This is an optimization exercise on Yosys and OpenROAD, whose aim is small area and a short achievable clock period, not a production implementation. The RTL of this run was laid out without a check of its function.

**design/flow/config.mk**
```make
export PLATFORM = sky130hd
export DESIGN_NAME = conv1d
export DESIGN_NICKNAME = conv1d
export VERILOG_FILES = /design/flow/design.v
export SDC_FILE = /design/flow/constraint.sdc
export NUM_CORES = 4
export LEC_CHECK = 0
export CAP_MARGIN = 20
export CORE_MARGIN = 2
export CORE_UTILIZATION = 40
export SLEW_MARGIN = 20
```
**design/flow/constraint.sdc**
```tcl
create_clock -name core_clock -period 10.0 [get_ports {clk}]
set_input_delay 2.0000 -clock core_clock [delete_from_list [all_inputs] [get_ports {clk}]]
set_output_delay 2.0000 -clock core_clock [all_outputs]
set_load 0.01 [all_outputs]
```
**design/flow/design.v**
```verilog
`timescale 1ns/1ps
module CSA_3_2 (
    input a,
    input b,
    input cin,
    output cout,
    output sum
); 
assign sum = a^b^cin;
assign cout = (a&&b)||(cin&&(a||b));
endmodule
`timescale 1ns/1ps
module Booth_Encoder (input[16-1:0] weight,
                      input[16-1:0] feature,
                      output reg [16*2*8-1:0] PP);
    integer i;
    wire[16:0] PP_0;
    assign PP_0 = {weight,1'b0}; 
    reg  signed  [2:0]  PPC[0:16/2-1];
    always @(*) begin
        for(i = 0;i<16/2;i = i+1)begin
            case(PP_0[2*i+:3]) 
                3'd0:PPC[i] <= 3'd0;
                3'd1:PPC[i] <= 3'd1;
                3'd2:PPC[i] <= 3'd1;
                3'd3:PPC[i] <= 3'd2;
                3'd4:PPC[i] <= -3'sd2;
                3'd5:PPC[i] <= -3'sd1;
                3'd6:PPC[i] <= -3'sd1;
                3'd7:PPC[i] <= 3'd0;
            endcase
        end
    end
    always @(*) begin
        for(i = 0;i<16/2;i = i+1)begin
            case(PPC[i]) 
                3'd0:PP[i*16*2+:16*2]   <= 16*2'd0; 
                3'd1:PP[i*16*2+:16*2]   <= {{16{feature[16-1]}},feature}<<2*i; 
                3'd2:PP[i*16*2+:16*2]   <= {{16{feature[16-1]}},feature}<<(2*i+1); 
                -3'sd1:PP[i*16*2+:16*2] <= (~{{16{feature[16-1]}},feature}+1)<<2*i; 
                -3'sd2:PP[i*16*2+:16*2] <= (~{{16{feature[16-1]}},feature}+1)<<(2*i+1); 
                default:PP[i*16*2+:16*2] <= 16*2'd0;
            endcase
        end
    end
endmodule
`timescale 1ns/1ps
module Wallace_PPA_16 (input[16*2*8-1:0] PP,   
                       output[16*2-1:0] cout,
                       output[16*2-1:0] sum);
    reg[16*2-1:0] PP_reg[0:7];
    integer j;
    always @(*) begin
        for(j = 0;j<8;j = j+1)
            PP_reg[j] <= PP[j*16*2+:16*2];
    end
    wire[16*2-1:0] cout_1_1,cout_1_2,cout_2_1,cout_2_2,cout_3_1,cout_4_1;
    wire[16*2-1:0] cout_1_1_r,cout_1_2_r,cout_2_1_r,cout_2_2_r,cout_3_1_r,cout_4_1_r;
    wire[16*2-1:0] sum_1_1,sum_1_2,sum_2_1,sum_2_2,sum_3_1,sum_4_1;
    assign cout_1_1_r = cout_1_1 <<1;
    assign cout_1_2_r = cout_1_2 <<1;
    assign cout_2_1_r = cout_2_1 <<1;
    assign cout_2_2_r = cout_2_2 <<1;
    assign cout_3_1_r = cout_3_1 <<1;
    assign cout_4_1_r = cout_4_1 <<1;
    genvar i;
    generate
    for(i = 0;i<16*2;i= i+1)begin
        CSA_3_2  u_1_1 (
        .a   (PP_reg[0][i]),
        .b   (PP_reg[1][i]),
        .cin (PP_reg[2][i]),
        .cout(cout_1_1[i]),
        .sum (sum_1_1[i])
        );
        CSA_3_2  u_1_2 (
        .a   (PP_reg[3][i]),
        .b   (PP_reg[4][i]),
        .cin (PP_reg[5][i]),
        .cout(cout_1_2[i]),
        .sum (sum_1_2[i])
        );
        CSA_3_2  u_2_1 (
        .a   (cout_1_1_r[i]),
        .b   (sum_1_1[i]),
        .cin (sum_1_2[i]),
        .cout(cout_2_1[i]),
        .sum (sum_2_1[i])
        );
        CSA_3_2  u_2_2 (
        .a   (cout_1_2_r[i]),
        .b   (PP_reg[6][i]),
        .cin (PP_reg[7][i]),
        .cout(cout_2_2[i]),
        .sum (sum_2_2[i])
        );
        CSA_3_2  u_3_1 (
        .a   (sum_2_1[i]),
        .b   (cout_2_1_r[i]),
        .cin (sum_2_2[i]),
        .cout(cout_3_1[i]),
        .sum (sum_3_1[i])
        );
        CSA_3_2  u_4_1 (
        .a   (cout_2_2_r[i]),
        .b   (cout_3_1_r[i]),
        .cin (sum_3_1[i]),
        .cout(cout[i]),
        .sum (sum[i])
        );
    end
    endgenerate
endmodule
`timescale 1ns/1ps
module MAC (input[16-1:0] weight,
            input[16-1:0] feature,
            input[16*2-1:0] psum_in,
            output[16*2-1:0] psum_out);
    wire [16*2*8-1:0]                     PP;
    Booth_Encoder  u_Booth_Encoder (
    .weight (weight),
    .feature(feature),
    .PP     (PP)
    );
    wire [16*2-1:0]                   PPA_cout;
    wire [16*2-1:0]                   PPA_cout_r;
    wire [16*2-1:0]                   PPA_sum ;
    assign PPA_cout_r = PPA_cout << 1;
    Wallace_PPA_16  u_Wallace_PPA_16 (
    .PP  (PP),
    .cout(PPA_cout),
    .sum (PPA_sum)
    );
    wire signed[16*2-1:0]                   adder_cout;
    wire signed[16*2-1:0]                   adder_sum ;
    genvar i;
    generate
        for(i = 0;i<16*2;i= i+1)begin
            CSA_3_2  u_CSA (
                .a   (PPA_cout_r[i]),
                .b   (PPA_sum[i]),
                .cin (psum_in[i]),
                .cout(adder_cout[i]),
                .sum (adder_sum[i])
                );          
        end
    endgenerate
    assign psum_out = (adder_cout << 1) + adder_sum;
endmodule
`timescale 1ns/1ps
module PE (
    input clk,
    input rst_n,
    input[16-1:0] w_in,
    input w_valid,
    input[16-1:0] fm_in,
    input[16*2-1:0] psum_in,
    output[16-1:0] w_out,
    output[16-1:0] fm_out,
    output [16*2-1:0] psum_out
);
reg[16-1:0] w_reg;
always @(posedge clk or negedge rst_n) begin
    if(~rst_n)
        w_reg <= 'd0;
    else if(w_valid)
        w_reg <= w_in;
    else
        w_reg <= w_reg;
end
reg[16-1:0] fm_reg;
reg[16*2-1:0] psum_reg;
always @(posedge clk or negedge rst_n) begin
    if(~rst_n)begin
        fm_reg <= 'd0;
        psum_reg <= 'd0;
    end
    else begin
        fm_reg <= fm_in;
        psum_reg <= psum_in;
    end
end
wire[16*2-1:0] psum_out_MAC;
reg[16*2-1:0] psum_out_reg;
MAC  u_MAC (
    .weight  (w_reg  ),
    .feature (fm_reg ),
    .psum_in (psum_reg ),
    .psum_out(psum_out_MAC)
);
always @(posedge clk or negedge rst_n) begin
    if(~rst_n)begin
        psum_out_reg <= 'd0;
    end
    else begin
        psum_out_reg <= psum_out_MAC;
    end
end
assign psum_out = psum_out_reg;
endmodule
`timescale 1ns/1ps
module conv1d#(
    parameter k = 16'd3 
) (
    input clk,
    input rst_n,
    input w_valid,
    input [k*16-1:0] w_in, 
    input [16-1:0] x,
    input [16-1:0] b, 
    output signed[16*2-1:0] y 
);
wire[16-1:0]                    w_out   ;
wire [16-1:0]                   fm_out  ;
wire [16*2-1:0]                   psum_out[0:k-1];
genvar  i;
generate
    for(i=0;i<k;i=i+1) begin :inst_PE
        if(i==0)
            PE  u_PE (
                .clk     (clk     ),
                .rst_n   (rst_n   ),
                .w_in    (w_in[i*16+:16]    ),
                .w_valid (w_valid ),
                .fm_in   (x ),
                .psum_in ({{16{b[16-1]}},b} ),
                .w_out   (),
                .fm_out  (),
                .psum_out(psum_out[i])
            );
        else begin
            PE  u_PE (
                .clk     (clk     ),
                .rst_n   (rst_n   ),
                .w_in    (w_in[i*16+:16]    ),
                .w_valid (w_valid ),
                .fm_in   (x ),
                .psum_in (psum_out[i-1]),
                .w_out   (),
                .fm_out  (),
                .psum_out(psum_out[i])
            );
        end
    end
endgenerate
assign y=psum_out[k-1];
endmodule
```
**design/flow/run.sh**
```bash
#!/bin/bash
# synth_recipe.tcl (not shown) runs the flow's synth.tcl, then flattens the netlist and writes it again
# the make line also repeats each setting of config.mk as NAME=value (left out here)
make -C /OpenROAD-flow-scripts/flow DESIGN_CONFIG=/design/flow/config.mk WORK_HOME=/design/flow/orfs CLKGATE_MAP_FILE= SYNTH_SCRIPT=/design/flow/synth_recipe.tcl finish
```
==> impl_results.md <==
- Reg2reg setup slack: 1.05 ns
- Post-synth EDFFs: 0
- Fin crit period: 8.951 ns
- Req. time, crit path: 10.54 ns
- Final period util: 89.51%
- TritonCTS clock tree: done
- Remaining global-route overflow: 0
- CTS Buf Count: 30
- Chip width: 310.4 um
- Hold depth: 0
- Sum Neg Setup Slack: 0 ns
- Post-CTS setup buffers: 0
- Total global-route track usage: 30.04%
- Gp weighted congestion: 1.004
- Mean post-synth cell area: 8.343 sq um
- Slew margin rel.: 20.87%
- Mapped Cells: 4501
- Status: complete, no violations
- Die area: 96350 sq um
- Main synth FF type: dfrtp_1
- DRT antenna net count: 0
- Placed insts: 5624
- Rows: 112
- Post-synthesis sequential area ratio: 15.99%
- Cell family with most CP delay: compound AO/OA/AOI/OAI gates
- Starting Density: 40.30%
- Hold path startpoint: inst_PE[0].genblk1.u_PE.psum_out_reg[7]
- Final setup violation count: 0
- Detailed-route wire length per cell: 25.27 um
- FF-to-FF End: inst_PE[0].genblk1.u_PE.psum_out_reg[28]
- Worst r2r src: inst_PE[1].genblk1.u_PE.fm_reg[2]
- CP Max Fanout: 30
- Initial antenna violation count: 8
- Area contributors post-synth: fa_1 25%, dfrtp_1 16%, ha_1 7.5%
- Via count of the first global-routing pass: 34350
- Worst Skew: 0.03280 ns
- Post-synth top area share: 24.95%
- Max FFs per register: 96
- Layout cells sized above 1: 7.230%
- Later-pin clock latency in the skew report: 0.64 ns
- Clock-pin slew of the registers on the worst-case setup and hold paths: 0.06 ns
- DRT iter0 DRCs: 4711
- Longest Clk Path Bufs: 3
- Worst Path Arrival: 9.49 ns
- RSZ-0062 raised after global routing: false
- H-tree Lvls: 1
- DP HPWL: 107500 um
- Final nets: 5178
- Max incr delay on CP: 0.87 ns
- Cell Area, Synth: 37550 sq um
- First-pass GRT wire length: 217700 um
- Async S/R FF share, synth: 100.0%
- I/O Pins: 115
- DR pass1 iterations: 7
- Area of the core: 93190 sq um
- Post-Route WL: 143600 um
- Max Transition Viols Final: 0
- Largest net degree at the start of global routing: 71
- Cell taking the most area after synthesis: fa_1
- R2R cell count: 28
- Vias per Instance: 6.068
- Syn nets: 5277
- Min-Delay Endpoint: inst_PE[1].genblk1.u_PE.psum_reg[7]
- Vias: 34480
- DRC violations left: 0
- Final hold vios: 0
- P&R area growth vs syn: 9.369%
- Utilization after layout: 44.07%
- CTS Root Cell: clkbuf_16
- Post-Layout Cell Count: 5682
- Critical path type: reg -> reg
- Min-Delay Path Class: reg -> reg
- CP max-delay cell: o311ai_1
- Die H: 310.4 um
- Filler cell count: 9278
- Max-cap viol count: 0
- Post-cts sizing count: 0
- Clk sinks: 240
- CP startpoint kind: flop
- FF+latch count, synth: 240
- Warnings from Yosys: 6
- PortBufs: 114
- Unique masters post-synth: 78
- Worst-Margin Slew: 1.183 ns
- Buf+Inv Stages, Crit Path: 7
- Crit end category: flop
- Fmax: 111.7 MHz
- Post-CTS Hold Fix Bufs: 0
[layout make-up]
| cell class | count | area, sq um | area share, % |
|---|---|---|---|
| antenna | 2 | 5.005 | 0.01219 |
| clock buffer | 37 | 828.3 | 2.017 |
| clock inverter | 19 | 250.2 | 0.6093 |
| inverter | 617 | 2316 | 5.639 |
| multi-input combinational | 3253 | 27830 | 67.76 |
| sequential | 240 | 6010 | 14.63 |
| tap | 1254 | 1569 | 3.820 |
| timing repair buffer | 260 | 2262 | 5.508 |
[through the flow]
step                      worst slack, ns  area [sq um]  hold slack, ns
final                               1.049         41070          0.3328
after global routing               0.8033         41070          0.3500
after CTS                           1.191         41060          0.3370
after detailed placement            1.217         39980          0.3347
after global placement              1.314         39980          0.3314
after floorplan                     2.191         37550          0.3312
[worst max path at each step]
stage | from | to | slack [ns] | cells past startpoint
after floorplan | inst_PE[1].genblk1.u_PE.fm_reg[0] | inst_PE[2].genblk1.u_PE.psum_out_reg[31] | 2.19 | 28
after global placement | inst_PE[1].genblk1.u_PE.fm_reg[8] | inst_PE[2].genblk1.u_PE.psum_out_reg[31] | 1.31 | 25
after detailed placement | inst_PE[1].genblk1.u_PE.fm_reg[2] | inst_PE[0].genblk1.u_PE.psum_out_reg[28] | 1.22 | 28
after CTS | inst_PE[1].genblk1.u_PE.fm_reg[2] | inst_PE[0].genblk1.u_PE.psum_out_reg[28] | 1.19 | 28
after global routing | inst_PE[1].genblk1.u_PE.fm_reg[2] | inst_PE[0].genblk1.u_PE.psum_out_reg[28] | 0.80 | 28
final | inst_PE[1].genblk1.u_PE.fm_reg[2] | inst_PE[0].genblk1.u_PE.psum_out_reg[28] | 1.05 | 28
[layer usage]
layer  vias up  share of wire, %  track usage (%)
li1      15130                 -                -
met1     16650                39            39.86
met2      2166                44            46.36
met3       526                11            5.796
met4         4               6.3            16.05
met5         -             0.021                0
[cells in the final DEF, fill, tap and decap left out, drive strengths merged, types with 124 or more instances in the layout]
cell    synthesis  final
nand2         344    344
fa            468    468
buf            39    148
a21oi         354    354
o21ai         365    365
ha            225    225
inv           612    614
dfrtp         240    240
a221oi        124    124
nor2          304    304
[cells in the mapped netlist, types with 24 or more instances]
cell and n:
a211oi_1 45, a21o_1 72, a21oi_1 349, a221oi_1 124, a222oi_1 45, a22o_1 30, a22oi_1 111, a31oi_1 26
and2_1 37, buf_1 26, clkbuf_1 352, dfrtp_1 240, fa_1 468, ha_1 225, inv_1 612, mux2_2 55
nand2_1 344, nand2b_1 38, nand3_1 26, nor2_1 304, nor2b_1 43, nor3_1 88, o21a_1 24, o21ai_0 359
xnor2_1 122, xor2_1 39
[cells by family (layout without fill, tap and decap cells)]
kind of cell,Yosys count,in the layout,share of synthesized area [%]
mux,73,73,2.162
xor+xnor,165,165,3.995
fa+ha+maj,693,693,32.44
flops,240,240,15.99
simple gates,942,942,11.08
compound gates,1380,1380,24.12
buf+inv,1008,933,10.20
other cells,0,2,0

-- afterwards: timing with drivers on the ports --
The flow's constraints put no driver on any port. The routed layout listed below was extracted and timed again, unchanged, in two steps.
Step 1 (the two cells are an assumption about what drives the block):
set clk [get_ports {clk}]
set_driving_cell -lib_cell sky130_fd_sc_hd__clkbuf_16 $clk
set_driving_cell -lib_cell sky130_fd_sc_hd__buf_2 [delete_from_list [all_inputs] $clk]
Step 2 adds t to the input delays and takes it off the output delays; t is the mean of the earliest and latest rising clock arrival at the registers after step 1. Input paths then give back, and output paths get back, about the clock's delay inside the block.
Slacks: ideal ports / drivers / drivers and shift; pairs: ideal ports / drivers.
shift t [ns]: 0.698
slack for setup (ns): 1.049 / 1.049 / 1.049
worst setup path at the end: register to register
After both steps this run still meets setup and hold. For this run, drivers alone change the setup slack by 0.000 ns; drivers and shift together by 0.000 ns.
